From an optimization exercise on the open Yosys and OpenROAD flow, aimed at small area, a short achievable clock period and few clock cycles per item; shortcuts taken in it are not production practice. The RTL was checked by simulation tests, not by an equivalence proof against the original design.

$ cat flow/config.mk
export PLATFORM = sky130hd
export DESIGN_NAME = fir_filter
export DESIGN_NICKNAME = fir_filter
export VERILOG_FILES = /design/flow/design.v
export SDC_FILE = /design/flow/constraint.sdc
export NUM_CORES = 4
export LEC_CHECK = 0
export ABC_AREA = 1
export CAP_MARGIN = 20
export CORE_MARGIN = 2
export CORE_UTILIZATION = 55
export SLEW_MARGIN = 20
$ cat flow/constraint.sdc
create_clock -name core_clock -period 11.0 [get_ports {clk}]
set_input_delay 2.2000 -clock core_clock [delete_from_list [all_inputs] [get_ports {clk}]]
set_output_delay 2.2000 -clock core_clock [all_outputs]
set_load 0.01 [all_outputs]
$ cat flow/design.v
`timescale 1ns / 10ps
module flex_counter #(
    parameter SIZE = 8
) (
    input logic clk,
    input logic n_rst,
    input logic clear,
    input logic count_enable,
    input logic [SIZE-1:0] rollover_val,
    output logic [SIZE-1:0] count_out,
    output logic rollover_flag
);
    logic [SIZE-1:0] count_next;
    logic rollover_next;
    always_comb begin
        if (clear) begin
            count_next = '0;
        end else if (count_enable) begin
            if (count_out >= rollover_val) begin
                count_next = '0; count_next[0] = 1'b1;
            end else begin
                count_next = count_out + 1;
            end
        end else begin
            count_next = count_out;
        end
    end
    always_comb begin
        rollover_next = 1'b0;
        if (!clear) begin
            rollover_next = (count_next >= rollover_val);
        end
    end
    always_ff @(posedge clk or negedge n_rst) begin
        if (!n_rst) begin
            count_out <= '0;
            rollover_flag <= 1'b0;
        end else begin
            count_out <= count_next;
            rollover_flag <= rollover_next;
        end
    end
endmodule
`timescale 1ns / 10ps
module sync #(
    parameter logic RST_VAL = 1'b0
) (
    input logic clk,
    input logic n_rst,
    input logic async_in,
    output logic sync_out
);
    logic stage1;
    always_ff @( posedge clk, negedge n_rst ) begin : sync_ff
        if(!n_rst) begin
            stage1 <= RST_VAL;
            sync_out <= RST_VAL;
        end
        else begin
            stage1 <= async_in;
            sync_out <= stage1;
        end
    end
endmodule
`timescale 1ns / 10ps
module counter (
    input logic clk,
    input logic n_rst,
    input logic cnt_up,
    input logic clear,
    output logic one_k_samples
);
    logic [9:0] count_out;
    logic [9:0] unused;
    flex_counter #(.SIZE(10)) counter (
        .clk(clk),
        .n_rst(n_rst),
        .clear(clear),
        .count_enable(cnt_up),
        .rollover_val(10'd1000),
        .count_out(count_out),
        .rollover_flag(one_k_samples)
    );
    assign unused = count_out;
endmodule
`timescale 1ns / 10ps
module magnitude (
  input  logic [16:0] in,
  output logic [15:0] out
);
  logic [16:0] in_temp;
  always_comb begin
    if (in[16] == 1'b1) begin
      in_temp = (~in) + 1'b1;
    end else begin
      in_temp = in;
    end
    out = in_temp[15:0];
  end
endmodule
`timescale 1ns / 10ps
module datapath (
    input  logic        clk,
    input  logic        n_reset,
    input  logic [15:0] sample_data,
    input  logic [15:0] fir_coefficient,
    input  logic [3:0]  f_we,         
    input  logic        shift,        
    input  logic        out_we,       
    input  logic        a_use_x,      
    input  logic [1:0]  alt_a_sel,    
    input  logic [1:0]  f_sel,        
    input  logic        f_byp,        
    input  logic        st2a_neg,     
    input  logic        st2_we_a,     
    input  logic        st2_we_b,     
    input  logic        bank_clear,   
    output logic        ovf,          
    output logic [15:0] fir_out
);
    logic [15:0] f0, f1, f2, f3;
    logic [15:0] x0, x1, x2;
    always_ff @(posedge clk or negedge n_reset) begin
        if (!n_reset) begin
            f0 <= '0; f1 <= '0; f2 <= '0; f3 <= '0;
        end else begin
            if (f_we[0]) f0 <= fir_coefficient;
            if (f_we[1]) f1 <= fir_coefficient;
            if (f_we[2]) f2 <= fir_coefficient;
            if (f_we[3]) f3 <= fir_coefficient;
        end
    end
    always_ff @(posedge clk or negedge n_reset) begin
        if (!n_reset) begin
            x0 <= '0; x1 <= '0; x2 <= '0;
        end else if (shift) begin
            x0 <= sample_data;
            x1 <= x0;
            x2 <= x1;
        end
    end
    logic [15:0] xalt, fpre, a_next;
    logic [17:0] fpre3;
    always_comb begin
        case (alt_a_sel)
            2'd1: xalt = x0;
            2'd2: xalt = x1;
            default: xalt = x2;
        endcase
    end
    always_ff @(posedge clk) begin
        if (f_byp) fpre <= fir_coefficient;
        else begin
            case (f_sel)
                2'd0: fpre <= f0;
                2'd1: fpre <= f1;
                2'd2: fpre <= f2;
                default: fpre <= f3;
            endcase
        end
    end
    triple triple (.f(fpre), .f3(fpre3));
    assign a_next = a_use_x ? xalt : sample_data;
    logic [7:0]  op_s1, op_s2, op_s3;
    logic [15:0] op_f;
    logic [17:0] op_f3;
    always_ff @(posedge clk) begin
        for (int j = 0; j < 8; j++) begin
            op_s1[j] <= a_next[2*j] & ~a_next[2*j+1];
            op_s2[j] <= ~a_next[2*j] & a_next[2*j+1];
            op_s3[j] <= a_next[2*j] & a_next[2*j+1];
        end
        op_f  <= fpre;
        op_f3 <= fpre3;
    end
    logic [31:0] rs, rc;
    mul_tree tree (.s1(op_s1), .s2(op_s2), .s3(op_s3), .f(op_f), .f3(op_f3), .rs(rs), .rc(rc));
    logic [31:0] ps, pc;
    always_ff @(posedge clk) begin
        ps <= rs;
        pc <= rc;
    end
    logic [31:0] prod;
    logic [15:0] p;                    
    logic        pneg;                 
    logic        pov;                  
    assign prod = ps + pc;
    always_ff @(posedge clk) begin
        p    <= prod[30:15] ^ {16{st2a_neg}};
        pneg <= st2a_neg;
        pov  <= prod[31];
    end
    logic [18:0] pe;
    assign pe = {{3{pneg}}, p};
    logic [17:0] bank_a, bank_b;       
    logic        bank_ov;
    logic [19:0] sum_ax, sum_bx, acc3x;
    logic [18:0] sum_a, sum_b;
    assign sum_ax = {bank_a[17], bank_a, 1'b1} + {pe, pneg};
    assign sum_bx = {bank_b[17], bank_b, 1'b1} + {pe, pneg};
    assign acc3x  = {bank_b[17], bank_b, 1'b1} + {pe, 1'b1};
    assign sum_a = sum_ax[19:1];
    assign sum_b = sum_bx[19:1];
    always_ff @(posedge clk or negedge n_reset) begin
        if (!n_reset) begin
            bank_a <= '0;
            bank_b <= {18{1'b1}};
            bank_ov <= 1'b0;
        end else if (bank_clear) begin
            bank_a <= '0;
            bank_b <= {18{1'b1}};
            bank_ov <= 1'b0;
        end else begin
            if (st2_we_a) bank_a <= sum_a[17:0];
            if (st2_we_b) bank_b <= sum_b[17:0];
            if (st2_we_b) bank_ov <= bank_ov | pov;
        end
    end
    logic [18:0] acc2, acc3, acc3m1;
    assign acc2   = sum_a;
    assign acc3m1 = sum_b;
    assign acc3   = acc3x[19:1];
    assign ovf = pov | bank_ov
               | (!acc2[18] && (acc2[17] || acc2[16]))
               | (acc3[18] && !(acc3[17] && acc3[16]));
    always_ff @(posedge clk or negedge n_reset) begin
        if (!n_reset) fir_out <= '0;
        else if (out_we) fir_out <= acc3[18] ? ~acc3m1[15:0] : acc3[15:0];
    end
endmodule
module triple (
    input  logic [15:0] f,
    output logic [17:0] f3
);
    logic [16:0] a, b, g0, p0;
    logic [16:0] g [0:5];
    logic [16:0] p [0:5];
    assign a = {1'b0, f};
    assign b = {f, 1'b0};
    assign g0 = a & b;
    assign p0 = a ^ b;
    assign g[0] = g0;
    assign p[0] = p0;
    genvar l, i;
    generate
        for (l = 0; l < 5; l++) begin : g_lvl
            for (i = 0; i < 17; i++) begin : g_bit
                if (i >= (1 << l)) begin : g_op
                    assign g[l+1][i] = g[l][i] | (p[l][i] & g[l][i - (1 << l)]);
                    assign p[l+1][i] = p[l][i] & p[l][i - (1 << l)];
                end else begin : g_pass
                    assign g[l+1][i] = g[l][i];
                    assign p[l+1][i] = p[l][i];
                end
            end
        end
    endgenerate
    assign f3[0] = p0[0];
    assign f3[16:1] = p0[16:1] ^ g[5][15:0];
    assign f3[17] = g[5][16];
endmodule
module mul_tree (
    input  logic [7:0]  s1,    
    input  logic [7:0]  s2,    
    input  logic [7:0]  s3,    
    input  logic [15:0] f,     
    input  logic [17:0] f3,    
    output logic [31:0] rs,    
    output logic [31:0] rc
);
    logic pp0_0, pp0_1, pp0_2, pp0_3, pp0_4, pp0_5, pp0_6, pp0_7, pp0_8, pp0_9, pp0_10, pp0_11, pp0_12, pp0_13, pp0_14, pp0_15, pp0_16, pp0_17, pp1_0, pp1_1, pp1_2, pp1_3, pp1_4, pp1_5, pp1_6, pp1_7, pp1_8, pp1_9, pp1_10, pp1_11, pp1_12, pp1_13, pp1_14, pp1_15, pp1_16, pp1_17, pp2_0, pp2_1, pp2_2, pp2_3, pp2_4, pp2_5, pp2_6, pp2_7, pp2_8, pp2_9, pp2_10, pp2_11, pp2_12, pp2_13, pp2_14, pp2_15, pp2_16, pp2_17, pp3_0, pp3_1, pp3_2, pp3_3, pp3_4, pp3_5, pp3_6, pp3_7, pp3_8, pp3_9, pp3_10, pp3_11, pp3_12, pp3_13, pp3_14, pp3_15, pp3_16, pp3_17, pp4_0, pp4_1, pp4_2, pp4_3, pp4_4, pp4_5, pp4_6, pp4_7, pp4_8, pp4_9, pp4_10, pp4_11, pp4_12, pp4_13, pp4_14, pp4_15, pp4_16, pp4_17, pp5_0, pp5_1, pp5_2, pp5_3, pp5_4, pp5_5, pp5_6, pp5_7, pp5_8, pp5_9, pp5_10, pp5_11, pp5_12, pp5_13, pp5_14, pp5_15, pp5_16, pp5_17, pp6_0, pp6_1, pp6_2, pp6_3, pp6_4, pp6_5, pp6_6, pp6_7, pp6_8, pp6_9, pp6_10, pp6_11, pp6_12, pp6_13, pp6_14, pp6_15, pp6_16, pp6_17, pp7_0, pp7_1, pp7_2, pp7_3, pp7_4, pp7_5, pp7_6, pp7_7, pp7_8, pp7_9, pp7_10, pp7_11, pp7_12, pp7_13, pp7_14, pp7_15, pp7_16, pp7_17, hs0, hc0, fs0, fc0, fs1, fc1, hs1, hc1, fs2, fc2, fs3, fc3, fs4, fc4, fs5, fc5, fs6, fc6, fs7, fc7, fs8, fc8, hs2, hc2, fs9, fc9, hs3, hc3, fs10, fc10, hs4, hc4, hs5, hc5, fs11, fc11, fs12, fc12, hs6, hc6, fs13, fc13, fs14, fc14, fs15, fc15, fs16, fc16, fs17, fc17, fs18, fc18, fs19, fc19, fs20, fc20, fs21, fc21, fs22, fc22, fs23, fc23, fs24, fc24, fs25, fc25, fs26, fc26, fs27, fc27, fs28, fc28, fs29, fc29, fs30, fc30, fs31, fc31, fs32, fc32, fs33, fc33, fs34, fc34, fs35, fc35, fs36, fc36, fs37, fc37, hs7, hc7, fs38, fc38, hs8, hc8, hs9, hc9, fs39, fc39, fs40, fc40, fs41, fc41, fs42, fc42, fs43, fc43, fs44, fc44, fs45, fc45, fs46, fc46, fs47, fc47, fs48, fc48, fs49, fc49, fs50, fc50, fs51, fc51, fs52, fc52, fs53, fc53, fs54, fc54, fs55, fc55, fs56, fc56, fs57, fc57, fs58, fc58, hs10, hc10, hs11, hc11, fs59, fc59, fs60, fc60, fs61, fc61, fs62, fc62, fs63, fc63, fs64, fc64, fs65, fc65, fs66, fc66, fs67, fc67, fs68, fc68, fs69, fc69, fs70, fc70, fs71, fc71, fs72, fc72, fs73, fc73, fs74, fc74, fs75, fc75, fs76, fc76, fs77, fc77, fs78, fc78, fs79, fc79, fs80, fc80, fs81, fc81, fs82, fc82, hs12, hc12;
    assign pp0_0 = (s1[0] & f[0]) | (s3[0] & f3[0]);
    assign pp0_1 = (s1[0] & f[1]) | (s2[0] & f[0]) | (s3[0] & f3[1]);
    assign pp0_2 = (s1[0] & f[2]) | (s2[0] & f[1]) | (s3[0] & f3[2]);
    assign pp0_3 = (s1[0] & f[3]) | (s2[0] & f[2]) | (s3[0] & f3[3]);
    assign pp0_4 = (s1[0] & f[4]) | (s2[0] & f[3]) | (s3[0] & f3[4]);
    assign pp0_5 = (s1[0] & f[5]) | (s2[0] & f[4]) | (s3[0] & f3[5]);
    assign pp0_6 = (s1[0] & f[6]) | (s2[0] & f[5]) | (s3[0] & f3[6]);
    assign pp0_7 = (s1[0] & f[7]) | (s2[0] & f[6]) | (s3[0] & f3[7]);
    assign pp0_8 = (s1[0] & f[8]) | (s2[0] & f[7]) | (s3[0] & f3[8]);
    assign pp0_9 = (s1[0] & f[9]) | (s2[0] & f[8]) | (s3[0] & f3[9]);
    assign pp0_10 = (s1[0] & f[10]) | (s2[0] & f[9]) | (s3[0] & f3[10]);
    assign pp0_11 = (s1[0] & f[11]) | (s2[0] & f[10]) | (s3[0] & f3[11]);
    assign pp0_12 = (s1[0] & f[12]) | (s2[0] & f[11]) | (s3[0] & f3[12]);
    assign pp0_13 = (s1[0] & f[13]) | (s2[0] & f[12]) | (s3[0] & f3[13]);
    assign pp0_14 = (s1[0] & f[14]) | (s2[0] & f[13]) | (s3[0] & f3[14]);
    assign pp0_15 = (s1[0] & f[15]) | (s2[0] & f[14]) | (s3[0] & f3[15]);
    assign pp0_16 = (s2[0] & f[15]) | (s3[0] & f3[16]);
    assign pp0_17 = (s3[0] & f3[17]);
    assign pp1_0 = (s1[1] & f[0]) | (s3[1] & f3[0]);
    assign pp1_1 = (s1[1] & f[1]) | (s2[1] & f[0]) | (s3[1] & f3[1]);
    assign pp1_2 = (s1[1] & f[2]) | (s2[1] & f[1]) | (s3[1] & f3[2]);
    assign pp1_3 = (s1[1] & f[3]) | (s2[1] & f[2]) | (s3[1] & f3[3]);
    assign pp1_4 = (s1[1] & f[4]) | (s2[1] & f[3]) | (s3[1] & f3[4]);
    assign pp1_5 = (s1[1] & f[5]) | (s2[1] & f[4]) | (s3[1] & f3[5]);
    assign pp1_6 = (s1[1] & f[6]) | (s2[1] & f[5]) | (s3[1] & f3[6]);
    assign pp1_7 = (s1[1] & f[7]) | (s2[1] & f[6]) | (s3[1] & f3[7]);
    assign pp1_8 = (s1[1] & f[8]) | (s2[1] & f[7]) | (s3[1] & f3[8]);
    assign pp1_9 = (s1[1] & f[9]) | (s2[1] & f[8]) | (s3[1] & f3[9]);
    assign pp1_10 = (s1[1] & f[10]) | (s2[1] & f[9]) | (s3[1] & f3[10]);
    assign pp1_11 = (s1[1] & f[11]) | (s2[1] & f[10]) | (s3[1] & f3[11]);
    assign pp1_12 = (s1[1] & f[12]) | (s2[1] & f[11]) | (s3[1] & f3[12]);
    assign pp1_13 = (s1[1] & f[13]) | (s2[1] & f[12]) | (s3[1] & f3[13]);
    assign pp1_14 = (s1[1] & f[14]) | (s2[1] & f[13]) | (s3[1] & f3[14]);
    assign pp1_15 = (s1[1] & f[15]) | (s2[1] & f[14]) | (s3[1] & f3[15]);
    assign pp1_16 = (s2[1] & f[15]) | (s3[1] & f3[16]);
    assign pp1_17 = (s3[1] & f3[17]);
    assign pp2_0 = (s1[2] & f[0]) | (s3[2] & f3[0]);
    assign pp2_1 = (s1[2] & f[1]) | (s2[2] & f[0]) | (s3[2] & f3[1]);
    assign pp2_2 = (s1[2] & f[2]) | (s2[2] & f[1]) | (s3[2] & f3[2]);
    assign pp2_3 = (s1[2] & f[3]) | (s2[2] & f[2]) | (s3[2] & f3[3]);
    assign pp2_4 = (s1[2] & f[4]) | (s2[2] & f[3]) | (s3[2] & f3[4]);
    assign pp2_5 = (s1[2] & f[5]) | (s2[2] & f[4]) | (s3[2] & f3[5]);
    assign pp2_6 = (s1[2] & f[6]) | (s2[2] & f[5]) | (s3[2] & f3[6]);
    assign pp2_7 = (s1[2] & f[7]) | (s2[2] & f[6]) | (s3[2] & f3[7]);
    assign pp2_8 = (s1[2] & f[8]) | (s2[2] & f[7]) | (s3[2] & f3[8]);
    assign pp2_9 = (s1[2] & f[9]) | (s2[2] & f[8]) | (s3[2] & f3[9]);
    assign pp2_10 = (s1[2] & f[10]) | (s2[2] & f[9]) | (s3[2] & f3[10]);
    assign pp2_11 = (s1[2] & f[11]) | (s2[2] & f[10]) | (s3[2] & f3[11]);
    assign pp2_12 = (s1[2] & f[12]) | (s2[2] & f[11]) | (s3[2] & f3[12]);
    assign pp2_13 = (s1[2] & f[13]) | (s2[2] & f[12]) | (s3[2] & f3[13]);
    assign pp2_14 = (s1[2] & f[14]) | (s2[2] & f[13]) | (s3[2] & f3[14]);
    assign pp2_15 = (s1[2] & f[15]) | (s2[2] & f[14]) | (s3[2] & f3[15]);
    assign pp2_16 = (s2[2] & f[15]) | (s3[2] & f3[16]);
    assign pp2_17 = (s3[2] & f3[17]);
    assign pp3_0 = (s1[3] & f[0]) | (s3[3] & f3[0]);
    assign pp3_1 = (s1[3] & f[1]) | (s2[3] & f[0]) | (s3[3] & f3[1]);
    assign pp3_2 = (s1[3] & f[2]) | (s2[3] & f[1]) | (s3[3] & f3[2]);
    assign pp3_3 = (s1[3] & f[3]) | (s2[3] & f[2]) | (s3[3] & f3[3]);
    assign pp3_4 = (s1[3] & f[4]) | (s2[3] & f[3]) | (s3[3] & f3[4]);
    assign pp3_5 = (s1[3] & f[5]) | (s2[3] & f[4]) | (s3[3] & f3[5]);
    assign pp3_6 = (s1[3] & f[6]) | (s2[3] & f[5]) | (s3[3] & f3[6]);
    assign pp3_7 = (s1[3] & f[7]) | (s2[3] & f[6]) | (s3[3] & f3[7]);
    assign pp3_8 = (s1[3] & f[8]) | (s2[3] & f[7]) | (s3[3] & f3[8]);
    assign pp3_9 = (s1[3] & f[9]) | (s2[3] & f[8]) | (s3[3] & f3[9]);
    assign pp3_10 = (s1[3] & f[10]) | (s2[3] & f[9]) | (s3[3] & f3[10]);
    assign pp3_11 = (s1[3] & f[11]) | (s2[3] & f[10]) | (s3[3] & f3[11]);
    assign pp3_12 = (s1[3] & f[12]) | (s2[3] & f[11]) | (s3[3] & f3[12]);
    assign pp3_13 = (s1[3] & f[13]) | (s2[3] & f[12]) | (s3[3] & f3[13]);
    assign pp3_14 = (s1[3] & f[14]) | (s2[3] & f[13]) | (s3[3] & f3[14]);
    assign pp3_15 = (s1[3] & f[15]) | (s2[3] & f[14]) | (s3[3] & f3[15]);
    assign pp3_16 = (s2[3] & f[15]) | (s3[3] & f3[16]);
    assign pp3_17 = (s3[3] & f3[17]);
    assign pp4_0 = (s1[4] & f[0]) | (s3[4] & f3[0]);
    assign pp4_1 = (s1[4] & f[1]) | (s2[4] & f[0]) | (s3[4] & f3[1]);
    assign pp4_2 = (s1[4] & f[2]) | (s2[4] & f[1]) | (s3[4] & f3[2]);
    assign pp4_3 = (s1[4] & f[3]) | (s2[4] & f[2]) | (s3[4] & f3[3]);
    assign pp4_4 = (s1[4] & f[4]) | (s2[4] & f[3]) | (s3[4] & f3[4]);
    assign pp4_5 = (s1[4] & f[5]) | (s2[4] & f[4]) | (s3[4] & f3[5]);
    assign pp4_6 = (s1[4] & f[6]) | (s2[4] & f[5]) | (s3[4] & f3[6]);
    assign pp4_7 = (s1[4] & f[7]) | (s2[4] & f[6]) | (s3[4] & f3[7]);
    assign pp4_8 = (s1[4] & f[8]) | (s2[4] & f[7]) | (s3[4] & f3[8]);
    assign pp4_9 = (s1[4] & f[9]) | (s2[4] & f[8]) | (s3[4] & f3[9]);
    assign pp4_10 = (s1[4] & f[10]) | (s2[4] & f[9]) | (s3[4] & f3[10]);
    assign pp4_11 = (s1[4] & f[11]) | (s2[4] & f[10]) | (s3[4] & f3[11]);
    assign pp4_12 = (s1[4] & f[12]) | (s2[4] & f[11]) | (s3[4] & f3[12]);
    assign pp4_13 = (s1[4] & f[13]) | (s2[4] & f[12]) | (s3[4] & f3[13]);
    assign pp4_14 = (s1[4] & f[14]) | (s2[4] & f[13]) | (s3[4] & f3[14]);
    assign pp4_15 = (s1[4] & f[15]) | (s2[4] & f[14]) | (s3[4] & f3[15]);
    assign pp4_16 = (s2[4] & f[15]) | (s3[4] & f3[16]);
    assign pp4_17 = (s3[4] & f3[17]);
    assign pp5_0 = (s1[5] & f[0]) | (s3[5] & f3[0]);
    assign pp5_1 = (s1[5] & f[1]) | (s2[5] & f[0]) | (s3[5] & f3[1]);
    assign pp5_2 = (s1[5] & f[2]) | (s2[5] & f[1]) | (s3[5] & f3[2]);
    assign pp5_3 = (s1[5] & f[3]) | (s2[5] & f[2]) | (s3[5] & f3[3]);
    assign pp5_4 = (s1[5] & f[4]) | (s2[5] & f[3]) | (s3[5] & f3[4]);
    assign pp5_5 = (s1[5] & f[5]) | (s2[5] & f[4]) | (s3[5] & f3[5]);
    assign pp5_6 = (s1[5] & f[6]) | (s2[5] & f[5]) | (s3[5] & f3[6]);
    assign pp5_7 = (s1[5] & f[7]) | (s2[5] & f[6]) | (s3[5] & f3[7]);
    assign pp5_8 = (s1[5] & f[8]) | (s2[5] & f[7]) | (s3[5] & f3[8]);
    assign pp5_9 = (s1[5] & f[9]) | (s2[5] & f[8]) | (s3[5] & f3[9]);
    assign pp5_10 = (s1[5] & f[10]) | (s2[5] & f[9]) | (s3[5] & f3[10]);
    assign pp5_11 = (s1[5] & f[11]) | (s2[5] & f[10]) | (s3[5] & f3[11]);
    assign pp5_12 = (s1[5] & f[12]) | (s2[5] & f[11]) | (s3[5] & f3[12]);
    assign pp5_13 = (s1[5] & f[13]) | (s2[5] & f[12]) | (s3[5] & f3[13]);
    assign pp5_14 = (s1[5] & f[14]) | (s2[5] & f[13]) | (s3[5] & f3[14]);
    assign pp5_15 = (s1[5] & f[15]) | (s2[5] & f[14]) | (s3[5] & f3[15]);
    assign pp5_16 = (s2[5] & f[15]) | (s3[5] & f3[16]);
    assign pp5_17 = (s3[5] & f3[17]);
    assign pp6_0 = (s1[6] & f[0]) | (s3[6] & f3[0]);
    assign pp6_1 = (s1[6] & f[1]) | (s2[6] & f[0]) | (s3[6] & f3[1]);
    assign pp6_2 = (s1[6] & f[2]) | (s2[6] & f[1]) | (s3[6] & f3[2]);
    assign pp6_3 = (s1[6] & f[3]) | (s2[6] & f[2]) | (s3[6] & f3[3]);
    assign pp6_4 = (s1[6] & f[4]) | (s2[6] & f[3]) | (s3[6] & f3[4]);
    assign pp6_5 = (s1[6] & f[5]) | (s2[6] & f[4]) | (s3[6] & f3[5]);
    assign pp6_6 = (s1[6] & f[6]) | (s2[6] & f[5]) | (s3[6] & f3[6]);
    assign pp6_7 = (s1[6] & f[7]) | (s2[6] & f[6]) | (s3[6] & f3[7]);
    assign pp6_8 = (s1[6] & f[8]) | (s2[6] & f[7]) | (s3[6] & f3[8]);
    assign pp6_9 = (s1[6] & f[9]) | (s2[6] & f[8]) | (s3[6] & f3[9]);
    assign pp6_10 = (s1[6] & f[10]) | (s2[6] & f[9]) | (s3[6] & f3[10]);
    assign pp6_11 = (s1[6] & f[11]) | (s2[6] & f[10]) | (s3[6] & f3[11]);
    assign pp6_12 = (s1[6] & f[12]) | (s2[6] & f[11]) | (s3[6] & f3[12]);
    assign pp6_13 = (s1[6] & f[13]) | (s2[6] & f[12]) | (s3[6] & f3[13]);
    assign pp6_14 = (s1[6] & f[14]) | (s2[6] & f[13]) | (s3[6] & f3[14]);
    assign pp6_15 = (s1[6] & f[15]) | (s2[6] & f[14]) | (s3[6] & f3[15]);
    assign pp6_16 = (s2[6] & f[15]) | (s3[6] & f3[16]);
    assign pp6_17 = (s3[6] & f3[17]);
    assign pp7_0 = (s1[7] & f[0]) | (s3[7] & f3[0]);
    assign pp7_1 = (s1[7] & f[1]) | (s2[7] & f[0]) | (s3[7] & f3[1]);
    assign pp7_2 = (s1[7] & f[2]) | (s2[7] & f[1]) | (s3[7] & f3[2]);
    assign pp7_3 = (s1[7] & f[3]) | (s2[7] & f[2]) | (s3[7] & f3[3]);
    assign pp7_4 = (s1[7] & f[4]) | (s2[7] & f[3]) | (s3[7] & f3[4]);
    assign pp7_5 = (s1[7] & f[5]) | (s2[7] & f[4]) | (s3[7] & f3[5]);
    assign pp7_6 = (s1[7] & f[6]) | (s2[7] & f[5]) | (s3[7] & f3[6]);
    assign pp7_7 = (s1[7] & f[7]) | (s2[7] & f[6]) | (s3[7] & f3[7]);
    assign pp7_8 = (s1[7] & f[8]) | (s2[7] & f[7]) | (s3[7] & f3[8]);
    assign pp7_9 = (s1[7] & f[9]) | (s2[7] & f[8]) | (s3[7] & f3[9]);
    assign pp7_10 = (s1[7] & f[10]) | (s2[7] & f[9]) | (s3[7] & f3[10]);
    assign pp7_11 = (s1[7] & f[11]) | (s2[7] & f[10]) | (s3[7] & f3[11]);
    assign pp7_12 = (s1[7] & f[12]) | (s2[7] & f[11]) | (s3[7] & f3[12]);
    assign pp7_13 = (s1[7] & f[13]) | (s2[7] & f[12]) | (s3[7] & f3[13]);
    assign pp7_14 = (s1[7] & f[14]) | (s2[7] & f[13]) | (s3[7] & f3[14]);
    assign pp7_15 = (s1[7] & f[15]) | (s2[7] & f[14]) | (s3[7] & f3[15]);
    assign pp7_16 = (s2[7] & f[15]) | (s3[7] & f3[16]);
    assign pp7_17 = (s3[7] & f3[17]);
    assign hs0 = pp0_12 ^ pp1_10;
    assign hc0 = pp0_12 & pp1_10;
    assign fs0 = pp0_13 ^ pp1_11 ^ pp2_9;
    assign fc0 = (pp0_13 & pp1_11) | (pp0_13 & pp2_9) | (pp1_11 & pp2_9);
    assign fs1 = pp0_14 ^ pp1_12 ^ pp2_10;
    assign fc1 = (pp0_14 & pp1_12) | (pp0_14 & pp2_10) | (pp1_12 & pp2_10);
    assign hs1 = pp3_8 ^ pp4_6;
    assign hc1 = pp3_8 & pp4_6;
    assign fs2 = pp0_15 ^ pp1_13 ^ pp2_11;
    assign fc2 = (pp0_15 & pp1_13) | (pp0_15 & pp2_11) | (pp1_13 & pp2_11);
    assign fs3 = pp3_9 ^ pp4_7 ^ pp5_5;
    assign fc3 = (pp3_9 & pp4_7) | (pp3_9 & pp5_5) | (pp4_7 & pp5_5);
    assign fs4 = pp0_16 ^ pp1_14 ^ pp2_12;
    assign fc4 = (pp0_16 & pp1_14) | (pp0_16 & pp2_12) | (pp1_14 & pp2_12);
    assign fs5 = pp3_10 ^ pp4_8 ^ pp5_6;
    assign fc5 = (pp3_10 & pp4_8) | (pp3_10 & pp5_6) | (pp4_8 & pp5_6);
    assign fs6 = pp0_17 ^ pp1_15 ^ pp2_13;
    assign fc6 = (pp0_17 & pp1_15) | (pp0_17 & pp2_13) | (pp1_15 & pp2_13);
    assign fs7 = pp3_11 ^ pp4_9 ^ pp5_7;
    assign fc7 = (pp3_11 & pp4_9) | (pp3_11 & pp5_7) | (pp4_9 & pp5_7);
    assign fs8 = pp1_16 ^ pp2_14 ^ pp3_12;
    assign fc8 = (pp1_16 & pp2_14) | (pp1_16 & pp3_12) | (pp2_14 & pp3_12);
    assign hs2 = pp4_10 ^ pp5_8;
    assign hc2 = pp4_10 & pp5_8;
    assign fs9 = pp1_17 ^ pp2_15 ^ pp3_13;
    assign fc9 = (pp1_17 & pp2_15) | (pp1_17 & pp3_13) | (pp2_15 & pp3_13);
    assign hs3 = pp4_11 ^ pp5_9;
    assign hc3 = pp4_11 & pp5_9;
    assign fs10 = pp2_16 ^ pp3_14 ^ pp4_12;
    assign fc10 = (pp2_16 & pp3_14) | (pp2_16 & pp4_12) | (pp3_14 & pp4_12);
    assign hs4 = pp2_17 ^ pp3_15;
    assign hc4 = pp2_17 & pp3_15;
    assign hs5 = pp0_8 ^ pp1_6;
    assign hc5 = pp0_8 & pp1_6;
    assign fs11 = pp0_9 ^ pp1_7 ^ pp2_5;
    assign fc11 = (pp0_9 & pp1_7) | (pp0_9 & pp2_5) | (pp1_7 & pp2_5);
    assign fs12 = pp0_10 ^ pp1_8 ^ pp2_6;
    assign fc12 = (pp0_10 & pp1_8) | (pp0_10 & pp2_6) | (pp1_8 & pp2_6);
    assign hs6 = pp3_4 ^ pp4_2;
    assign hc6 = pp3_4 & pp4_2;
    assign fs13 = pp0_11 ^ pp1_9 ^ pp2_7;
    assign fc13 = (pp0_11 & pp1_9) | (pp0_11 & pp2_7) | (pp1_9 & pp2_7);
    assign fs14 = pp3_5 ^ pp4_3 ^ pp5_1;
    assign fc14 = (pp3_5 & pp4_3) | (pp3_5 & pp5_1) | (pp4_3 & pp5_1);
    assign fs15 = hs0 ^ pp2_8 ^ pp3_6;
    assign fc15 = (hs0 & pp2_8) | (hs0 & pp3_6) | (pp2_8 & pp3_6);
    assign fs16 = pp4_4 ^ pp5_2 ^ pp6_0;
    assign fc16 = (pp4_4 & pp5_2) | (pp4_4 & pp6_0) | (pp5_2 & pp6_0);
    assign fs17 = hc0 ^ fs0 ^ pp3_7;
    assign fc17 = (hc0 & fs0) | (hc0 & pp3_7) | (fs0 & pp3_7);
    assign fs18 = pp4_5 ^ pp5_3 ^ pp6_1;
    assign fc18 = (pp4_5 & pp5_3) | (pp4_5 & pp6_1) | (pp5_3 & pp6_1);
    assign fs19 = fc0 ^ fs1 ^ hs1;
    assign fc19 = (fc0 & fs1) | (fc0 & hs1) | (fs1 & hs1);
    assign fs20 = pp5_4 ^ pp6_2 ^ pp7_0;
    assign fc20 = (pp5_4 & pp6_2) | (pp5_4 & pp7_0) | (pp6_2 & pp7_0);
    assign fs21 = fc1 ^ hc1 ^ fs2;
    assign fc21 = (fc1 & hc1) | (fc1 & fs2) | (hc1 & fs2);
    assign fs22 = fs3 ^ pp6_3 ^ pp7_1;
    assign fc22 = (fs3 & pp6_3) | (fs3 & pp7_1) | (pp6_3 & pp7_1);
    assign fs23 = fc2 ^ fc3 ^ fs4;
    assign fc23 = (fc2 & fc3) | (fc2 & fs4) | (fc3 & fs4);
    assign fs24 = fs5 ^ pp6_4 ^ pp7_2;
    assign fc24 = (fs5 & pp6_4) | (fs5 & pp7_2) | (pp6_4 & pp7_2);
    assign fs25 = fc4 ^ fc5 ^ fs6;
    assign fc25 = (fc4 & fc5) | (fc4 & fs6) | (fc5 & fs6);
    assign fs26 = fs7 ^ pp6_5 ^ pp7_3;
    assign fc26 = (fs7 & pp6_5) | (fs7 & pp7_3) | (pp6_5 & pp7_3);
    assign fs27 = fc6 ^ fc7 ^ fs8;
    assign fc27 = (fc6 & fc7) | (fc6 & fs8) | (fc7 & fs8);
    assign fs28 = hs2 ^ pp6_6 ^ pp7_4;
    assign fc28 = (hs2 & pp6_6) | (hs2 & pp7_4) | (pp6_6 & pp7_4);
    assign fs29 = fc8 ^ hc2 ^ fs9;
    assign fc29 = (fc8 & hc2) | (fc8 & fs9) | (hc2 & fs9);
    assign fs30 = hs3 ^ pp6_7 ^ pp7_5;
    assign fc30 = (hs3 & pp6_7) | (hs3 & pp7_5) | (pp6_7 & pp7_5);
    assign fs31 = fc9 ^ hc3 ^ fs10;
    assign fc31 = (fc9 & hc3) | (fc9 & fs10) | (hc3 & fs10);
    assign fs32 = pp5_10 ^ pp6_8 ^ pp7_6;
    assign fc32 = (pp5_10 & pp6_8) | (pp5_10 & pp7_6) | (pp6_8 & pp7_6);
    assign fs33 = fc10 ^ hs4 ^ pp4_13;
    assign fc33 = (fc10 & hs4) | (fc10 & pp4_13) | (hs4 & pp4_13);
    assign fs34 = pp5_11 ^ pp6_9 ^ pp7_7;
    assign fc34 = (pp5_11 & pp6_9) | (pp5_11 & pp7_7) | (pp6_9 & pp7_7);
    assign fs35 = hc4 ^ pp3_16 ^ pp4_14;
    assign fc35 = (hc4 & pp3_16) | (hc4 & pp4_14) | (pp3_16 & pp4_14);
    assign fs36 = pp5_12 ^ pp6_10 ^ pp7_8;
    assign fc36 = (pp5_12 & pp6_10) | (pp5_12 & pp7_8) | (pp6_10 & pp7_8);
    assign fs37 = pp3_17 ^ pp4_15 ^ pp5_13;
    assign fc37 = (pp3_17 & pp4_15) | (pp3_17 & pp5_13) | (pp4_15 & pp5_13);
    assign hs7 = pp6_11 ^ pp7_9;
    assign hc7 = pp6_11 & pp7_9;
    assign fs38 = pp4_16 ^ pp5_14 ^ pp6_12;
    assign fc38 = (pp4_16 & pp5_14) | (pp4_16 & pp6_12) | (pp5_14 & pp6_12);
    assign hs8 = pp4_17 ^ pp5_15;
    assign hc8 = pp4_17 & pp5_15;
    assign hs9 = pp0_6 ^ pp1_4;
    assign hc9 = pp0_6 & pp1_4;
    assign fs39 = pp0_7 ^ pp1_5 ^ pp2_3;
    assign fc39 = (pp0_7 & pp1_5) | (pp0_7 & pp2_3) | (pp1_5 & pp2_3);
    assign fs40 = hs5 ^ pp2_4 ^ pp3_2;
    assign fc40 = (hs5 & pp2_4) | (hs5 & pp3_2) | (pp2_4 & pp3_2);
    assign fs41 = hc5 ^ fs11 ^ pp3_3;
    assign fc41 = (hc5 & fs11) | (hc5 & pp3_3) | (fs11 & pp3_3);
    assign fs42 = fc11 ^ fs12 ^ hs6;
    assign fc42 = (fc11 & fs12) | (fc11 & hs6) | (fs12 & hs6);
    assign fs43 = fc12 ^ hc6 ^ fs13;
    assign fc43 = (fc12 & hc6) | (fc12 & fs13) | (hc6 & fs13);
    assign fs44 = fc13 ^ fc14 ^ fs15;
    assign fc44 = (fc13 & fc14) | (fc13 & fs15) | (fc14 & fs15);
    assign fs45 = fc15 ^ fc16 ^ fs17;
    assign fc45 = (fc15 & fc16) | (fc15 & fs17) | (fc16 & fs17);
    assign fs46 = fc17 ^ fc18 ^ fs19;
    assign fc46 = (fc17 & fc18) | (fc17 & fs19) | (fc18 & fs19);
    assign fs47 = fc19 ^ fc20 ^ fs21;
    assign fc47 = (fc19 & fc20) | (fc19 & fs21) | (fc20 & fs21);
    assign fs48 = fc21 ^ fc22 ^ fs23;
    assign fc48 = (fc21 & fc22) | (fc21 & fs23) | (fc22 & fs23);
    assign fs49 = fc23 ^ fc24 ^ fs25;
    assign fc49 = (fc23 & fc24) | (fc23 & fs25) | (fc24 & fs25);
    assign fs50 = fc25 ^ fc26 ^ fs27;
    assign fc50 = (fc25 & fc26) | (fc25 & fs27) | (fc26 & fs27);
    assign fs51 = fc27 ^ fc28 ^ fs29;
    assign fc51 = (fc27 & fc28) | (fc27 & fs29) | (fc28 & fs29);
    assign fs52 = fc29 ^ fc30 ^ fs31;
    assign fc52 = (fc29 & fc30) | (fc29 & fs31) | (fc30 & fs31);
    assign fs53 = fc31 ^ fc32 ^ fs33;
    assign fc53 = (fc31 & fc32) | (fc31 & fs33) | (fc32 & fs33);
    assign fs54 = fc33 ^ fc34 ^ fs35;
    assign fc54 = (fc33 & fc34) | (fc33 & fs35) | (fc34 & fs35);
    assign fs55 = fc35 ^ fc36 ^ fs37;
    assign fc55 = (fc35 & fc36) | (fc35 & fs37) | (fc36 & fs37);
    assign fs56 = fc37 ^ hc7 ^ fs38;
    assign fc56 = (fc37 & hc7) | (fc37 & fs38) | (hc7 & fs38);
    assign fs57 = fc38 ^ hs8 ^ pp6_13;
    assign fc57 = (fc38 & hs8) | (fc38 & pp6_13) | (hs8 & pp6_13);
    assign fs58 = hc8 ^ pp5_16 ^ pp6_14;
    assign fc58 = (hc8 & pp5_16) | (hc8 & pp6_14) | (pp5_16 & pp6_14);
    assign hs10 = pp5_17 ^ pp6_15;
    assign hc10 = pp5_17 & pp6_15;
    assign hs11 = pp0_4 ^ pp1_2;
    assign hc11 = pp0_4 & pp1_2;
    assign fs59 = pp0_5 ^ pp1_3 ^ pp2_1;
    assign fc59 = (pp0_5 & pp1_3) | (pp0_5 & pp2_1) | (pp1_3 & pp2_1);
    assign fs60 = hs9 ^ pp2_2 ^ pp3_0;
    assign fc60 = (hs9 & pp2_2) | (hs9 & pp3_0) | (pp2_2 & pp3_0);
    assign fs61 = hc9 ^ fs39 ^ pp3_1;
    assign fc61 = (hc9 & fs39) | (hc9 & pp3_1) | (fs39 & pp3_1);
    assign fs62 = fc39 ^ fs40 ^ pp4_0;
    assign fc62 = (fc39 & fs40) | (fc39 & pp4_0) | (fs40 & pp4_0);
    assign fs63 = fc40 ^ fs41 ^ pp4_1;
    assign fc63 = (fc40 & fs41) | (fc40 & pp4_1) | (fs41 & pp4_1);
    assign fs64 = fc41 ^ fs42 ^ pp5_0;
    assign fc64 = (fc41 & fs42) | (fc41 & pp5_0) | (fs42 & pp5_0);
    assign fs65 = fc42 ^ fs43 ^ fs14;
    assign fc65 = (fc42 & fs43) | (fc42 & fs14) | (fs43 & fs14);
    assign fs66 = fc43 ^ fs44 ^ fs16;
    assign fc66 = (fc43 & fs44) | (fc43 & fs16) | (fs44 & fs16);
    assign fs67 = fc44 ^ fs45 ^ fs18;
    assign fc67 = (fc44 & fs45) | (fc44 & fs18) | (fs45 & fs18);
    assign fs68 = fc45 ^ fs46 ^ fs20;
    assign fc68 = (fc45 & fs46) | (fc45 & fs20) | (fs46 & fs20);
    assign fs69 = fc46 ^ fs47 ^ fs22;
    assign fc69 = (fc46 & fs47) | (fc46 & fs22) | (fs47 & fs22);
    assign fs70 = fc47 ^ fs48 ^ fs24;
    assign fc70 = (fc47 & fs48) | (fc47 & fs24) | (fs48 & fs24);
    assign fs71 = fc48 ^ fs49 ^ fs26;
    assign fc71 = (fc48 & fs49) | (fc48 & fs26) | (fs49 & fs26);
    assign fs72 = fc49 ^ fs50 ^ fs28;
    assign fc72 = (fc49 & fs50) | (fc49 & fs28) | (fs50 & fs28);
    assign fs73 = fc50 ^ fs51 ^ fs30;
    assign fc73 = (fc50 & fs51) | (fc50 & fs30) | (fs51 & fs30);
    assign fs74 = fc51 ^ fs52 ^ fs32;
    assign fc74 = (fc51 & fs52) | (fc51 & fs32) | (fs52 & fs32);
    assign fs75 = fc52 ^ fs53 ^ fs34;
    assign fc75 = (fc52 & fs53) | (fc52 & fs34) | (fs53 & fs34);
    assign fs76 = fc53 ^ fs54 ^ fs36;
    assign fc76 = (fc53 & fs54) | (fc53 & fs36) | (fs54 & fs36);
    assign fs77 = fc54 ^ fs55 ^ hs7;
    assign fc77 = (fc54 & fs55) | (fc54 & hs7) | (fs55 & hs7);
    assign fs78 = fc55 ^ fs56 ^ pp7_10;
    assign fc78 = (fc55 & fs56) | (fc55 & pp7_10) | (fs56 & pp7_10);
    assign fs79 = fc56 ^ fs57 ^ pp7_11;
    assign fc79 = (fc56 & fs57) | (fc56 & pp7_11) | (fs57 & pp7_11);
    assign fs80 = fc57 ^ fs58 ^ pp7_12;
    assign fc80 = (fc57 & fs58) | (fc57 & pp7_12) | (fs58 & pp7_12);
    assign fs81 = fc58 ^ hs10 ^ pp7_13;
    assign fc81 = (fc58 & hs10) | (fc58 & pp7_13) | (hs10 & pp7_13);
    assign fs82 = hc10 ^ pp6_16 ^ pp7_14;
    assign fc82 = (hc10 & pp6_16) | (hc10 & pp7_14) | (pp6_16 & pp7_14);
    assign hs12 = pp6_17 ^ pp7_15;
    assign hc12 = pp6_17 & pp7_15;
    assign rs[0] = pp0_0;
    assign rc[0] = 1'b0;
    assign rs[1] = pp0_1;
    assign rc[1] = 1'b0;
    assign rs[2] = pp0_2;
    assign rc[2] = pp1_0;
    assign rs[3] = pp0_3;
    assign rc[3] = pp1_1;
    assign rs[4] = hs11;
    assign rc[4] = pp2_0;
    assign rs[5] = hc11;
    assign rc[5] = fs59;
    assign rs[6] = fc59;
    assign rc[6] = fs60;
    assign rs[7] = fc60;
    assign rc[7] = fs61;
    assign rs[8] = fc61;
    assign rc[8] = fs62;
    assign rs[9] = fc62;
    assign rc[9] = fs63;
    assign rs[10] = fc63;
    assign rc[10] = fs64;
    assign rs[11] = fc64;
    assign rc[11] = fs65;
    assign rs[12] = fc65;
    assign rc[12] = fs66;
    assign rs[13] = fc66;
    assign rc[13] = fs67;
    assign rs[14] = fc67;
    assign rc[14] = fs68;
    assign rs[15] = fc68;
    assign rc[15] = fs69;
    assign rs[16] = fc69;
    assign rc[16] = fs70;
    assign rs[17] = fc70;
    assign rc[17] = fs71;
    assign rs[18] = fc71;
    assign rc[18] = fs72;
    assign rs[19] = fc72;
    assign rc[19] = fs73;
    assign rs[20] = fc73;
    assign rc[20] = fs74;
    assign rs[21] = fc74;
    assign rc[21] = fs75;
    assign rs[22] = fc75;
    assign rc[22] = fs76;
    assign rs[23] = fc76;
    assign rc[23] = fs77;
    assign rs[24] = fc77;
    assign rc[24] = fs78;
    assign rs[25] = fc78;
    assign rc[25] = fs79;
    assign rs[26] = fc79;
    assign rc[26] = fs80;
    assign rs[27] = fc80;
    assign rc[27] = fs81;
    assign rs[28] = fc81;
    assign rc[28] = fs82;
    assign rs[29] = fc82;
    assign rc[29] = hs12;
    assign rs[30] = hc12;
    assign rc[30] = pp7_16;
    assign rs[31] = pp7_17;
    assign rc[31] = 1'b0;
endmodule
`timescale 1ns / 10ps
module controller (
    input  logic       clk,
    input  logic       n_rst,
    input  logic       dr,
    input  logic       lc,
    input  logic       ovf,
    output logic       cnt_up,
    output logic       clear,
    output logic       modwait,
    output logic       err,
    output logic [3:0] f_we,
    output logic       shift,
    output logic       out_we,
    output logic       a_use_x,
    output logic [1:0] alt_a_sel,
    output logic [1:0] f_sel,
    output logic       f_byp,
    output logic       st2a_neg,
    output logic       st2_we_a,
    output logic       st2_we_b,
    output logic       bank_clear
);
    typedef enum logic [2:0] {
        IDLE  = 3'd0,
        FAST  = 3'd1,    
        SLOW  = 3'd2,    
        LOAD  = 3'd3,    
        LWAIT = 3'd4     
    } state_t;
    typedef enum logic [3:0] {
        K_DEF = 4'd0,    
        K_L3  = 4'd2,    
        K_L2  = 4'd3,    
        K_L1  = 4'd4,    
        K_P0  = 4'd5,    
        K_B1  = 4'd6,    
        K_B2  = 4'd7,    
        K_B3  = 4'd8     
    } kind_t;
    state_t state, state_next;
    logic [1:0] k, k_next;
    logic [3:0] sc, sc_next;         
    logic slow_first;                
    logic [2:0] pw, pw_next;         
    logic fast_seen, slow_seen, seen_load;
    logic abort, slow_commit, event_samp, arm, kill;
    assign fast_seen = (state == IDLE) && dr && !lc && (pw == 3'd3);
    assign slow_seen = (state == IDLE) && dr && !lc && (pw != 3'd3);
    assign abort = (state == SLOW) && slow_first && !dr;
    assign slow_commit = (state == SLOW) && (sc == 4'd8) && !abort;
    assign event_samp = (state == FAST) || abort || slow_commit;
    assign kill = ((pw == 3'd3) && !fast_seen)
                || ((state == IDLE) && (pw != 3'd0) && (pw != 3'd3) && (dr || lc))
                || ((state == FAST) && !dr)
                || abort;
    always_comb begin
        state_next = state;
        k_next = k;
        sc_next = sc;
        seen_load = 1'b0;
        case (state)
            IDLE: begin
                if (lc) begin
                    state_next = LOAD;
                    k_next = 2'd0;
                    seen_load = 1'b1;
                end else if (dr) begin
                    if (pw == 3'd3) begin
                        state_next = FAST;
                    end else begin
                        state_next = SLOW;
                        sc_next = 4'd4;
                    end
                end
            end
            FAST: state_next = IDLE;
            SLOW: begin
                if (abort || (sc == 4'd8)) state_next = IDLE;
                else sc_next = sc + 4'd1;
            end
            LOAD: state_next = LWAIT;
            LWAIT: begin
                if (k == 2'd3) begin
                    state_next = IDLE;
                end else if (lc) begin
                    state_next = LOAD;
                    k_next = k + 2'd1;
                    seen_load = 1'b1;
                end
            end
            default: state_next = IDLE;
        endcase
    end
    assign shift  = ((state == FAST) && dr) || slow_commit;
    assign out_we = shift;
    assign cnt_up = shift;
    assign clear  = (state == LOAD) && (k == 2'd0);
    always_comb begin
        f_we = 4'd0;
        if (seen_load) f_we[k_next] = 1'b1;
        if (state == LOAD) f_we[k] = 1'b1;
    end
    assign arm = event_samp || ((state == LOAD) && (k == 2'd3));
    assign f_byp = seen_load && (k_next != 2'd0);
    always_comb begin
        pw_next = 3'd0;
        if (arm) pw_next = 3'd1;
        else if (!kill && (pw == 3'd1 || pw == 3'd2 || pw == 3'd3)) pw_next = pw + 3'd1;
    end
    logic [3:0] kind1;
    always_comb begin
        kind1 = K_DEF;
        if (f_byp) kind1 = (k_next == 2'd1) ? K_L1 : (k_next == 2'd2) ? K_L2 : K_L3;
        else if (kill) kind1 = K_DEF;
        else if (pw == 3'd1) kind1 = K_B1;
        else if (pw == 3'd2) kind1 = K_B2;
        else if (pw == 3'd3) kind1 = K_B3;
        else if ((state == SLOW) && (sc != 4'd8)) kind1 = sc + 4'd1;
    end
    logic [3:0] kind2;
    always_comb begin
        kind2 = K_DEF;
        if (slow_seen) kind2 = K_P0;
        else if (arm) kind2 = K_B1;
        else if (pw == 3'd1) kind2 = K_B2;
        else if (pw == 3'd2) kind2 = K_B3;
        else if ((state == SLOW) && !abort && (sc < 4'd7)) kind2 = sc + 4'd2;
    end
    logic a_use_x_n;
    logic [1:0] a_sel_n, op_n, f_sel_n;
    always_comb begin
        a_use_x_n = 1'b1; a_sel_n = 2'd1; op_n = 2'd0;
        case (kind1)
            K_L3: begin a_sel_n = 2'd3; op_n = 2'd3; end
            K_L2: begin a_sel_n = 2'd2; op_n = 2'd2; end
            K_L1: begin a_sel_n = 2'd1; op_n = 2'd1; end
            K_B1: begin a_sel_n = 2'd2; op_n = 2'd3; end
            K_B2: begin a_sel_n = 2'd1; op_n = 2'd2; end
            K_B3: begin a_use_x_n = 1'b0; op_n = 2'd1; end
            default: a_use_x_n = 1'b0;
        endcase
        case (kind2)
            K_B1: f_sel_n = 2'd3;
            K_B2: f_sel_n = 2'd2;
            K_B3: f_sel_n = 2'd1;
            default: f_sel_n = 2'd0;
        endcase
    end
    logic [1:0] ptag_op, tag_op, tag_st1;
    assign st2a_neg   = (tag_st1 == 2'd1) || (tag_st1 == 2'd3);
    assign bank_clear = shift || ((state == LOAD) && (k == 2'd0));
    always_ff @(posedge clk or negedge n_rst) begin
        if (!n_rst) begin
            state <= IDLE;
            k <= 2'd0;
            sc <= 4'd0;
            slow_first <= 1'b0;
            pw <= 3'd0;
            modwait <= 1'b0;
            err <= 1'b0;
            a_use_x <= 1'b0;
            alt_a_sel <= 2'd1;
            f_sel <= 2'd0;
            ptag_op <= 2'd0;
            tag_op <= 2'd0;
            tag_st1 <= 2'd0;
            st2_we_a <= 1'b0;
            st2_we_b <= 1'b0;
        end else begin
            state <= state_next;
            k <= k_next;
            sc <= sc_next;
            slow_first <= slow_seen;
            pw <= pw_next;
            modwait <= (state_next == FAST) || (state_next == SLOW) || (state_next == LOAD);
            if (state == FAST) err <= dr ? ovf : 1'b1;
            else if (abort) err <= 1'b1;
            else if (slow_commit) err <= ovf;
            else if (seen_load) err <= 1'b0;
            a_use_x <= a_use_x_n;
            alt_a_sel <= a_sel_n;
            f_sel <= f_sel_n;
            ptag_op <= op_n;
            tag_op <= kill ? 2'd0 : ptag_op;
            tag_st1 <= kill ? 2'd0 : tag_op;
            st2_we_a <= !kill && ((tag_st1 == 2'd1) || (tag_st1 == 2'd2));
            st2_we_b <= !kill && (tag_st1 != 2'd0);
        end
    end
endmodule
`timescale 1ns / 10ps
module fir_filter (
    input logic clk,
    input logic n_rst,
    input logic [15:0] sample_data,
    input logic [15:0] fir_coefficient,
    input logic load_coeff,
    input logic data_ready,
    output logic one_k_samples,
    output logic modwait,
    output logic [15:0] fir_out,
    output logic err
);
    logic cnt_up;
    logic clear;
    logic ovf;
    logic lc;
    logic dr;
    logic [3:0] f_we;
    logic shift;
    logic out_we;
    logic a_use_x;
    logic [1:0] alt_a_sel;
    logic [1:0] f_sel;
    logic f_byp;
    logic st2a_neg;
    logic st2_we_a;
    logic st2_we_b;
    logic bank_clear;
    counter counter (
        .clk(clk),
        .n_rst(n_rst),
        .cnt_up(cnt_up),
        .clear(clear),
        .one_k_samples(one_k_samples)
    );
    controller FIR_controller (
        .clk(clk),
        .n_rst(n_rst),
        .dr(dr),
        .lc(lc),
        .ovf(ovf),
        .cnt_up(cnt_up),
        .clear(clear),
        .modwait(modwait),
        .err(err),
        .f_we(f_we),
        .shift(shift),
        .out_we(out_we),
        .a_use_x(a_use_x),
        .alt_a_sel(alt_a_sel),
        .f_sel(f_sel),
        .f_byp(f_byp),
        .st2a_neg(st2a_neg),
        .st2_we_a(st2_we_a),
        .st2_we_b(st2_we_b),
        .bank_clear(bank_clear)
    );
    datapath datapath (
        .clk(clk),
        .n_reset(n_rst),
        .sample_data(sample_data),
        .fir_coefficient(fir_coefficient),
        .f_we(f_we),
        .shift(shift),
        .out_we(out_we),
        .a_use_x(a_use_x),
        .alt_a_sel(alt_a_sel),
        .f_sel(f_sel),
        .f_byp(f_byp),
        .st2a_neg(st2a_neg),
        .st2_we_a(st2_we_a),
        .st2_we_b(st2_we_b),
        .bank_clear(bank_clear),
        .ovf(ovf),
        .fir_out(fir_out)
    );
    sync sync_lc (
        .clk(clk),
        .n_rst(n_rst),
        .async_in(load_coeff),
        .sync_out(lc)
    );
    sync sync_dr (
        .clk(clk),
        .n_rst(n_rst),
        .async_in(data_ready),
        .sync_out(dr)
    );
endmodule
$ cat flow/flow/run.sh
#!/bin/bash
# The standard layout (the standard.sh: the standard synthesis, then
# floorplan, place, CTS, route and finish), with repair_timing asked to reach
# more setup slack than the design's clock period needs. Make's output goes
# to flow_make.log; each ORFS step keeps its own log under orfs/logs/.
set -euo pipefail
bash standard.sh SETUP_SLACK_MARGIN=7.7 finish > flow_make.log 2>&1
$ cat flow/standard.sh
#!/bin/bash
# synth_recipe.tcl (not shown) runs the flow's synth.tcl, then flattens the netlist and writes it again
# the make line also repeats each setting of config.mk as NAME=value (left out here)
make -C /OpenROAD-flow-scripts/flow DESIGN_CONFIG=/design/flow/config.mk WORK_HOME=/design/flow/orfs CLKGATE_MAP_FILE= SYNTH_SCRIPT=/design/flow/synth_recipe.tcl "${@:-finish}"
==> flow_summary.yaml, run 1 <==
logic_synthesis:
  number_of_synthesized_flops_with_an_enable_pin: 0
  synth_seq_area_share_pct: 37.2
  synth_top_area_share_pct: 21.4
  synth-seq-cells: 358
  yosys.cell_types.count: 51
  synth_warn: 7
  synth_top_area_cell: "sky130_fd_sc_hd__dfrtp_1"
  post_synth_most_frequent_cells: "sky130_fd_sc_hd__nand2_1 (700), sky130_fd_sc_hd__inv_1 (380), sky130_fd_sc_hd__o21ai_0 (212)"
  syn-mean-instance-area_um2: 7.77
  post_synth_inst_count: 2847
  synth_async_sr_flop_share_pct: 58.1
  yosys-top-cells-area: "sky130_fd_sc_hd__dfrtp_1 (21%), sky130_fd_sc_hd__dfxtp_1 (14%), sky130_fd_sc_hd__nand2_1 (12%)"
  synthesis.nets: 3086
  synth_area_um2: 22100
  yosysMostFrequentCell: "sky130_fd_sc_hd__nand2_1"
  synthFlopType: "sky130_fd_sc_hd__dfrtp_1"
worst_hold_path:
  holdCritPathClass: "reg -> reg"
  min_to: "sync_lc.sync_out"
  hold_path.startpoint: "sync_lc.stage1"
  hold-path-cell-count: 0
critical_path:
  rrSetupSlack_ps: 7800
  rr_worst_depth: 7
  worstReg2RegStart: "datapath.op_f[8]"
  reg2reg_to: "datapath.pc[13]"
  end_kind: "output pin"
  timing.critical_path.max_delay_family: "flip-flops"
  critical_path.cell_chain: "buf_2"
  critical_path_arrival_ps: 1150
  critPathRequiredTime_ps: 8800
  start_kind: "register"
  cpPeakStageDelay_ps: 410
  cpMaxStageDelayCell: "sky130_fd_sc_hd__dfrtp_1"
  crit_buf_inv: 1
  setup.worst_path.class: "reg -> out"
  critPathMaxFanout: 2
place:
  globalplace.congestion: 0.930
  dp_hpwl_mm: 42.0
  pre_cts_slack_ps: 7380
  numPortBuffers: 54
clock_network:
  clk-insertion-delay-late_ps: 580
  max_h_tree_level: 2
  tritoncts: "done"
  number_of_clock_buffers_inserted_by_tritoncts: 41
  tritoncts_num_sinks: 358
  clock_tree.buffer_depth: 3
  cts_root_buf: "sky130_fd_sc_hd__clkbuf_16"
  clkTransAtPathRegs_ps: 60
sta:
  minimum_period_implied_by_the_final_worst_setup_slack_ps: 3350
  worst_slew_pin_slew_ps: 1020
  relSlewSlack_pct: 32.1
  finalHoldWorstSlack_ps: 357
  final.setup_skew_ps: 24.8
  totalNegativeSetupSlack_ps: 0
  layout_worst_path_cycle_share_pct: 30.4
  fmaxAchievable_mhz: 299
  grt_setup_unrepaired: "yes"
  finalMaxSlewViolations: 0
  setup-violations-final: 0
  hold_viol_final: 0
  fin_ws_ps: 7650
final_layout:
  layout.area.seq_um2: 8260
  n_fill_cell: 3593
  area_growth_from_synthesis_to_layout_pct: 9.23
  antenna-diode-count: 0
  final_layout_size_suffix_gt1_share_pct: 6.03
  multi_input_comb_area_um2: 11900
  nets: 3062
  layout.core_utilization_pct: 60.8
global_route:
  groute.usage.overall_pct: 28.0
  globalRouteOverflowTotal: 0
  grt_max_degree: 78
  antenna_violations_before_repair: 1
  first_global_vias: 17800
  global_route_wire_length_before_repair_mm: 93.2
detailed_routing:
  detailroute.via_count: 18400
  post-route-drc-count: 0
  drt_pass1_iterations: 6
  routed_via_density: 5.44
  dr.first_iter.drc_count: 1281
  route.antenna.remaining_nets: 0
  drt-total-wl_mm: 57.6
  detail_route.wl_per_cell_um: 17.0
floorplan:
  coreArea_um2: 39700
  ios: 55
  initial_core_util_pct: 55.7
  floorplan.die.width_um: 205
  die_area_um2: 41800
  row_count: 73
  dieHeight_um: 205
flow_run:
  number_of_violations_of_the_max_capacitance_limit: 0
status:
  run_status: "no timing/DRC/antenna violations"
timing repair:
| item | in CTS | in global routing |
|---|---|---|
| gates cloned | 0 | 0 |
| hold buffers | 0 | 0 |
| setup endpoints to repair | 25 | 35 |
| pin swaps | 0 | 0 |
| buffers inserted | 3 | 5 |
| gates resized for setup | 83 | 16 |
final cells by class:
cell class / instances / area share (%)
clock buffer: 56 / 4.60
clock inverter: 18 / 0.854
inverter: 392 / 6.09
multi-input combinational: 1958 / 49.1
sequential: 358 / 34.2
tap: 525 / 2.72
timing repair buffer: 72 / 2.50
cell families (layout without fill, tap and decap cells):
family                     count (synthesis)  after routing  share of synthesized area [%]
AOI/OAI and AO/OA                        570            570                           15.3
xor gates and xnor gates                  92             92                           3.64
adders and majority gates                203            203                           14.4
buffers and inverters                    531            538                           9.24
DFF                                      358            358                           37.2
muxes                                      7              7                          0.356
and+or+nand+nor                         1086           1086                           19.8
per-layer routing:
metal,wire length [um],GRT usage [%]
met3,3470,4.42
met2,26400,44.9
met1,26600,39.1
met5,12,0
met4,1150,8.28
sequential cells by signal, indices dropped and copies added (netlist names), 3 cells and up:
name	count
datapath.f2	16
datapath.pc	29
datapath.op_s3	8
datapath.op_f	16
datapath.f3	16
datapath.op_s1	8
datapath.op_f3	17
datapath.fpre	16
datapath.fir_out	16
FIR_controller.pw	3
datapath.ps	30
counter.counter.count_out	10
datapath.x2	16
datapath.x0	16
datapath.bank_a	18
FIR_controller.sc	4
datapath.bank_b	18
datapath.op_s2	8
datapath.f0	16
datapath.x1	16
FIR_controller.state	3
datapath.f1	16
datapath.p	16
how the worst max path moves through the flow:
stage                         startpoint                   end  slack (ps)  cells after the start
floorplan              datapath.op_s2[2]       datapath.pc[20]        7920                     11
global route        datapath.fir_out[11]           fir_out[11]        7640                      1
CTS                 datapath.fir_out[11]           fir_out[11]        7630                      1
finish              datapath.fir_out[11]           fir_out[11]        7650                      1
global placement                   n_rst  FIR_controller.sc[0]        7410                      2
detailed placement                 n_rst  FIR_controller.sc[0]        7380                      2
through the flow:
step / cell area, um2 / cells
floorplan: 22100 / 2847
detailed placement: 22800 / 3296
finish: 24200 / 3379
global route: 24200 / 3379
CTS: 24100 / 3373
global placement: 22800 / 3296
layout by cell type, fill, tap and decap left out, types with 9 or more instances in the layout:
cell type and n:
sky130_fd_sc_hd__nor2_1 202, sky130_fd_sc_hd__clkbuf_16 41, sky130_fd_sc_hd__a21oi_1 179, sky130_fd_sc_hd__dfxtp_2 16, sky130_fd_sc_hd__clkbuf_1 12, sky130_fd_sc_hd__nand4_1 16
sky130_fd_sc_hd__xnor2_1 32, sky130_fd_sc_hd__o211ai_1 16, sky130_fd_sc_hd__dfstp_2 19, sky130_fd_sc_hd__a31oi_1 18, sky130_fd_sc_hd__inv_1 380, sky130_fd_sc_hd__dfrtp_1 189
sky130_fd_sc_hd__buf_2 18, sky130_fd_sc_hd__a22oi_1 16, sky130_fd_sc_hd__nor3_1 17, sky130_fd_sc_hd__o21bai_1 10, sky130_fd_sc_hd__o21ai_0 212, sky130_fd_sc_hd__inv_2 11
sky130_fd_sc_hd__nand2_1 700, sky130_fd_sc_hd__a22o_1 61, sky130_fd_sc_hd__clkinv_2 9, sky130_fd_sc_hd__clkdlybuf4s50_1 34, sky130_fd_sc_hd__xor2_1 60, sky130_fd_sc_hd__buf_4 16
sky130_fd_sc_hd__nand3_1 128, sky130_fd_sc_hd__fa_1 87, sky130_fd_sc_hd__dfxtp_1 132, sky130_fd_sc_hd__o221ai_1 26, sky130_fd_sc_hd__ha_1 116
Testbench counts, summed over its fixed seeds: cycles 32,288, samples 8,040.
==> run 2, diff against run 1 <==
--- a/flow/config.mk
+++ b/flow/config.mk
@@ -5,7 +5,6 @@
 export SDC_FILE = /design/flow/constraint.sdc
 export NUM_CORES = 4
 export LEC_CHECK = 0
-export ABC_AREA = 1
 export CAP_MARGIN = 20
 export CORE_MARGIN = 2
 export CORE_UTILIZATION = 55
==> run 2 against run 1 <==
Still clean on timing, DRC and antenna. Die area decreased by 6.0%. Worst setup slack better by 42 ps. Synthesized cell count down 28%. Clock-buffer cell count up 6. Via count is 17% lower. Routed wire length is 17% lower. Cell count fell by 23%. Critical endpoint is now err. Largest cell class unchanged.
==> flow_summary.yaml, run 2 <==
logic_synthesis:
  syn-mean-instance-area_um2: 10.1
  yosysMostFrequentCell: "sky130_fd_sc_hd__nand2_1"
  yosys-top-cells-area: "sky130_fd_sc_hd__dfrtp_1 (23%), sky130_fd_sc_hd__dfxtp_1 (14%), sky130_fd_sc_hd__fa_1 (8.4%)"
  synth_seq_area_share_pct: 39.6
  synth_warn: 7
  synthFlopType: "sky130_fd_sc_hd__dfrtp_1"
  synth_area_um2: 20800
  synth_top_area_cell: "sky130_fd_sc_hd__dfrtp_1"
  post_synth_most_frequent_cells: "sky130_fd_sc_hd__nand2_1 (279), sky130_fd_sc_hd__dfrtp_1 (189), sky130_fd_sc_hd__inv_1 (186)"
  synth_top_area_share_pct: 22.8
  synth-seq-cells: 358
  number_of_synthesized_flops_with_an_enable_pin: 0
  synthesis.nets: 2288
  yosys.cell_types.count: 87
final_layout:
  final_layout_size_suffix_gt1_share_pct: 12.3
  area_growth_from_synthesis_to_layout_pct: 11.4
  nets: 2284
  final_common_cell: "sky130_fd_sc_hd__nand2_1"
worst_hold_path:
  holdCritPathClass: "reg -> reg"
floorplan:
  dieHeight_um: 198
  row_count: 71
  coreArea_um2: 37400
  ios: 55
  initial_core_util_pct: 55.5
sta:
  relSlewSlack_pct: 29.4
  finalHoldWorstSlack_ps: 348
  minimum_period_implied_by_the_final_worst_setup_slack_ps: 3310
  grt_setup_unrepaired: "yes"
  hold_viol_final: 0
  totalNegativeSetupSlack_ps: 0
  worst_slew_pin_slew_ps: 1060
  finalMaxSlewViolations: 0
detailed_routing:
  detail_route.wl_per_cell_um: 18.4
  drt_pass1_iterations: 14
  routed_via_density: 5.90
  drt-total-wl_mm: 47.7
  dr.first_iter.drc_count: 1906
critical_path:
  critPathRequiredTime_ps: 8800
  critPathMaxFanout: 2
  critical_path.cell_chain: "buf_2"
  worstReg2RegStart: "datapath.op_s3[0]"
  crit_path_end: "err"
  cpPeakStageDelay_ps: 380
  reg2reg_to: "datapath.pc[15]"
  crit_buf_inv: 1
  timing.critical_path.max_delay_family: "flip-flops"
  start_kind: "register"
  launching_instance_or_port_of_the_critical_path: "FIR_controller.err"
  cpMaxStageDelayCell: "sky130_fd_sc_hd__dfrtp_1"
  rr_worst_depth: 8
  critical_path_depth_in_cells: 1
  setup.worst_path.class: "reg -> out"
  critical_path_arrival_ps: 1110
global_route:
  grt_max_degree: 87
  first_global_vias: 14800
  global_route_wire_length_before_repair_mm: 77.2
flow_run:
  number_of_violations_of_the_max_capacitance_limit: 0
place:
  numPortBuffers: 54
clock_network:
  number_of_clock_buffers_inserted_by_tritoncts: 40
  clock_tree.buffer_depth: 3
  clk-insertion-delay-late_ps: 580
  number_of_buffers_inserted_for_hold_repair_after_clock_tree_synthesis: 0
  cts_root_buf: "sky130_fd_sc_hd__clkbuf_16"
status:
  run_status: "no timing/DRC/antenna violations"
run 2: cell types whose count changed in the layout (fill, tap and decap cells not counted), moves of 32 or more:
cell / previous run / this run
sky130_fd_sc_hd__a21oi_1: 179 / 68
sky130_fd_sc_hd__a222oi_1: 0 / 119
sky130_fd_sc_hd__a22o_1: 61 / 4
sky130_fd_sc_hd__inv_1: 380 / 186
sky130_fd_sc_hd__mux2_2: 6 / 52
sky130_fd_sc_hd__mux2i_1: 0 / 48
sky130_fd_sc_hd__nand2_1: 700 / 279
sky130_fd_sc_hd__nand3_1: 128 / 16
sky130_fd_sc_hd__nor2_1: 202 / 79
sky130_fd_sc_hd__o21ai_0: 212 / 60
sky130_fd_sc_hd__xnor2_1: 32 / 64
run 2: metrics by stage:
| stage | setup WS, ps | area, um2 |
|---|---|---|
| global placement | 7200 | 21500 |
| floorplan | 7870 | 20800 |
| detailed placement | 7180 | 21500 |
| global route | 7650 | 23100 |
| finish | 7690 | 23100 |
| CTS | 7660 | 22900 |
run 2: layout make-up:
| type | count | area [um2] |
|---|---|---|
| clock buffers | 62 | 1210 |
| clock inverters | 12 | 208 |
| fillers | 3125 | 14300 |
| inverters | 188 | 706 |
| multi-input cells | 1376 | 11300 |
| flip-flops and latches | 358 | 8260 |
| well taps | 511 | 639 |
| repair buffers | 81 | 743 |
run 2: cells by family (layout without fill, tap and decap cells):
group	count (synthesis)	after routing	synth area share, %
adder cells (fa/ha/maj)	203	203	15.4
XOR/XNOR	98	98	4.13
buffers and inverters	315	343	5.99
flip-flops	358	358	39.6
AND/OR/NAND/NOR	489	489	10.5
AO/OA/AOI/OAI	438	438	15.8
multiplexers	148	148	8.59
run 2: worst min-delay path by stage:
stage / slack (ps) / startpoint / to / depth (start not counted)
after global routing: 360 / sync_lc.stage1 / sync_lc.sync_out / 0
after global placement: 330 / sync_lc.stage1 / sync_lc.sync_out / 0
after floorplan: 330 / sync_dr.stage1 / sync_dr.sync_out / 0
after detailed placement: 330 / sync_dr.stage1 / sync_dr.sync_out / 0
final: 350 / sync_lc.stage1 / sync_lc.sync_out / 0
after CTS: 350 / sync_dr.stage1 / sync_dr.sync_out / 0
run 2: per-layer routing:
layer / vias to the layer above / track usage [%] / wire length, um
met3: 82 / 4.10 / 3200
met2: 522 / 38.5 / 21500
li1: 7177 / - / -
met4: 0 / 7.88 / 1090
met5: - / 0 / 0
met1: 7476 / 34.9 / 21900
run 2: timing repair:
action                     CTS  global route
resized for setup           80            33
setup endpoints to repair   29            47
buffers inserted             3             8
pin swaps                    0             5
gates cloned                 0             2

## afterwards: timing with drivers on the ports
How much do the figures lean on ideal ports? The routed layouts below were timed once more, with nothing changed but the port constraints.
Step 1 sets driving cells, clkbuf_16 on the clock port and buf_2 on the other inputs (assumed; they add their load-dependent delay and slew).
Step 2 adds t to the input delays and takes it off the output delays; t is the mean of the earliest and latest rising clock arrival at the registers after step 1. Input paths then give back, and output paths get back, about the clock's delay inside the block.
Three values: no drivers, after step 1, after step 2; two values: the first two.
run	t, ns	setup slack, ns	worst hold slack (ns)	worst setup path at the end
run 1	0.625	7.653 / 7.595 / 7.465	0.357 / 0.357 / 0.357	input, reset recovery
run 2	0.621	7.695 / 7.637 / 7.555	0.348 / 0.348 / 0.348	input, reset recovery
After both steps setup and hold are still met in every run listed. For run 1, which loses most, drivers alone change the setup slack by -0.058 ns; drivers and shift together by -0.188 ns. The worst setup slack also covers recovery checks on asynchronous resets.
